This design comes from an exercise in tuning for small area on the open sky130 flow, not from production work. Function was checked by simulation only, so behaviour that the tests miss may differ from the original.

==> quartz <==
==> flow/design.v (excerpt) <==
module conv1 (
  input clock,
  input reset,
  input vld_in,
  input [5:0][15:0] in,
  output vld_out,
  output [63:0][15:0] out
);
  reg vld_r;
  always @(posedge clock) vld_r <= vld_in & ~reset;
  assign vld_out = vld_r;
  wire [15:0] i0 = in[0];
  wire [15:0] i1 = in[1];
  wire [15:0] i2 = in[2];
  wire [15:0] i3 = in[3];
  wire [15:0] i4 = in[4];
  wire [15:0] i5 = in[5];
  wire [15:0] a0 = i2 + i4;
  wire [15:0] a1 = i1 + ~i3 + 16'd1;
  wire [15:0] a2 = i0 + i3;
  wire [15:0] a3 = i4 + i5;
  wire [15:0] a4 = i0 + i2;
  wire [15:0] a5 = i0 + ~i5 + 16'd1;
  wire [15:0] a6 = i4 + ~i5 + 16'd1;
  wire [15:0] a7 = i2 + ~a6;
  wire [15:0] a8 = i2 + a6;
  wire [15:0] a9 = ~i3 + a5 + 16'd1;
  wire [15:0] a10 = i1 + a4;
  wire [15:0] a11 = i1 + a6;
  wire [15:0] a12 = i0 + a1;
  wire [15:0] a13 = i1 + ~a3 + 16'd1;
  wire [15:0] a14 = i1 + a2;
  wire [15:0] a15 = i1 + a5;
  wire [15:0] a16 = ~a7 + ~a15 + 16'd1;
  wire [15:0] a17 = i4 + a9;
  wire [15:0] a18 = ~i2 + a14 + 16'd1;
  wire [15:0] a19 = ~i5 + a10;
  wire [15:0] a20 = a1 + ~a5 + 16'd1;
  wire [15:0] a21 = a3 + a10;
  wire [15:0] a22 = ~a0 + ~a9 + 16'd2;
  wire [15:0] a23 = ~a8 + ~a14 + 16'd2;
  reg [15:0] r0;
  always @(posedge clock) r0 <= a7;
  reg [15:0] r1;
  always @(posedge clock) r1 <= a8;
  reg [15:0] r2;
  always @(posedge clock) r2 <= a0;
  reg [15:0] r3;
  always @(posedge clock) r3 <= a1;
  reg [15:0] r4;
  always @(posedge clock) r4 <= a2;
  reg [15:0] r5;
  always @(posedge clock) r5 <= a9;
  reg [15:0] r6;
  always @(posedge clock) r6 <= i3;
  reg [15:0] r7;
  always @(posedge clock) r7 <= a16;
  reg [15:0] r8;
  always @(posedge clock) r8 <= a10;
  reg [15:0] r9;
  always @(posedge clock) r9 <= a11;
  reg [15:0] r10;
  ...
==> flow/config.mk <==
export PLATFORM = sky130hd
export DESIGN_NAME = conv1
export DESIGN_NICKNAME = conv1
export VERILOG_FILES = /design/flow/design.v
export SDC_FILE = /design/flow/constraint.sdc
export NUM_CORES = 8
export LEC_CHECK = 0
export CAP_MARGIN = 20
export CORE_MARGIN = 2
export CORE_UTILIZATION = 55
export CTS_CLUSTER_DIAMETER = 80
export CTS_CLUSTER_SIZE = 25
export GPL_TIMING_DRIVEN = 0
export SETUP_SLACK_MARGIN = 0.15
export SLEW_MARGIN = 20
==> flow/constraint.sdc <==
create_clock -name core_clock -period 6.0 [get_ports {clock}]
set_input_delay 1.2000 -clock core_clock [delete_from_list [all_inputs] [get_ports {clock}]]
set_output_delay 1.2000 -clock core_clock [all_outputs]
set_load 0.01 [all_outputs]
standard.sh (not shown) runs the stock make flow with config.mk's settings and CLKGATE_MAP_FILE= SYNTH_SCRIPT=/design/flow/synth_recipe.tcl, a recipe that flattens the netlist after the stock synthesis.
==> flow/flow/run.sh <==
#!/bin/bash
# Layout flow: standard synthesis (for the register list), then the hand-mapped
# adder netlist generated by flow/gen.py from flow/plan.json replaces the
# synthesized netlist; the rest is the standard ORFS flow, with port buffers
# of the smallest buffer cell.
set -eo pipefail
R=orfs/results/sky130hd/conv1/base
bash standard.sh synth > std_synth.log 2>&1
cp $R/1_2_yosys.v std_1_2_yosys.v
python3 flow/gen.py flow/plan.json std_1_2_yosys.v hand_netlist.v > gen.log 2>&1
cp hand_netlist.v $R/1_2_yosys.v
rm -f $R/1_synth.odb
bash standard.sh BUFFER_PORTS_ARGS="-buffer_cell sky130_fd_sc_hd__buf_1" PLACE_PINS_ARGS="-min_distance 1 -min_distance_in_tracks" POST_GLOBAL_PLACE_TCL=$PWD/flow/post_gpl.tcl finish > std_finish.log 2>&1
Other scripts of this flow, unchanged in this note and not shown: flow/flow/gen.py, flow/flow/nlgen3.py, flow/flow/plan.json, flow/flow/post_gpl.tcl
==> fjord: changes against quartz <==
- CORE_UTILIZATION: 55 -> 50
- CTS_CLUSTER_DIAMETER: 80 -> not set
- CTS_CLUSTER_SIZE: 25 -> not set
- GPL_TIMING_DRIVEN: 0 -> 1
- SETUP_SLACK_MARGIN: 0.15 -> 0.05
==> cedar: changes against quartz <==
- SETUP_SLACK_MARGIN: 0.15 -> 0.25
==> notes <==
Global-route usage: cedar > quartz > fjord. The lowest first-iteration DRC count belongs to fjord, the highest to quartz. Against fjord, the wire length of quartz is lower by 8.1%. The lowest setup slack belongs to fjord, the highest to cedar. Critical path depth, highest first: cedar, quartz, fjord. Of fjord and cedar, fjord has the higher die area (gap about 10%, measured against cedar). Cell count: fjord > cedar > quartz. In count of clock-buffer cells in the layout, quartz and cedar do not differ.
==> figures <==
quantity                                                           cedar                    fjord                   quartz
Num tapcells                                                         950                     1050                      950
Starting utilization of the core area                              55.4%                    50.2%                    55.4%
Post_cts resized                                                     421                      145                      345
Outcome                                          complete, no violations  complete, no violations  complete, no violations
Met3 layer usage reported by global route                          11.4%                    9.32%                    11.3%
Net count of the finished layout                                    6310                     6838                     6266
Critical Path RT                                                 6.53 ns                  4.80 ns                  6.47 ns
Overall via count from detail_route                                39000                    41100                    38600
Fraction of area in clock buffers and inverters                    2.29%                    3.18%                    2.33%
Routed length per instance                                       23.7 um                  23.4 um                  23.6 um
Core occupancy in the finished layout                              72.1%                    67.8%                    70.8%
CP endpoint kind                                               flip-flop           primary output                flip-flop
Vias in the first global route                                     35300                    37300                    34900
Grt met2 use                                                       68.0%                    69.1%                    67.9%
Rel. slew slack                                                    22.2%                    36.5%                    20.6%
Worst Setup Start Kind                                         input pin                flip-flop                input pin
Clock slew at reported path FFs                                  0.09 ns                  0.06 ns                  0.09 ns
Via density                                                         5.50                     5.32                     5.48
Standard-cell row count                                               98                      103                       98
Detailed-route wire length on metal 1                           64100 um                 72500 um                 64100 um

port drivers added, routing unchanged:
The flow's constraints put no driver on any port. The routed layouts listed below were extracted and timed again, unchanged, in two steps. Step 1 sets driving cells, clkbuf_16 on the clock port and buf_2 on the other inputs (assumed; they add their load-dependent delay and slew). Step 2 times the ports against the registers' clock, not the clock port: input delays grow and output delays shrink by t, the midpoint of the rising clock arrivals with the driver on. a / b / c = ideal / step 1 / step 2; a / b = the first two.
run | t (ns) | slack for setup (ns) | slew at the worst register clock pin (ns) | worst slew at a driven data input, ns
quartz | 0.644 | 0.149 / 0.164 / -0.473 | 0.09 / 0.09 | 0.11
fjord | 0.685 | 0.114 / 0.038 / -0.355 | 0.07 / 0.07 | 0.12
cedar | 0.647 | 0.283 / 0.265 / -0.342 | 0.09 / 0.09 | 0.13
With both steps, setup timing fails in every run listed, where it was met with ideal ports. For cedar, which loses most, drivers alone change the setup slack by -0.018 ns; drivers and shift together by -0.625 ns.
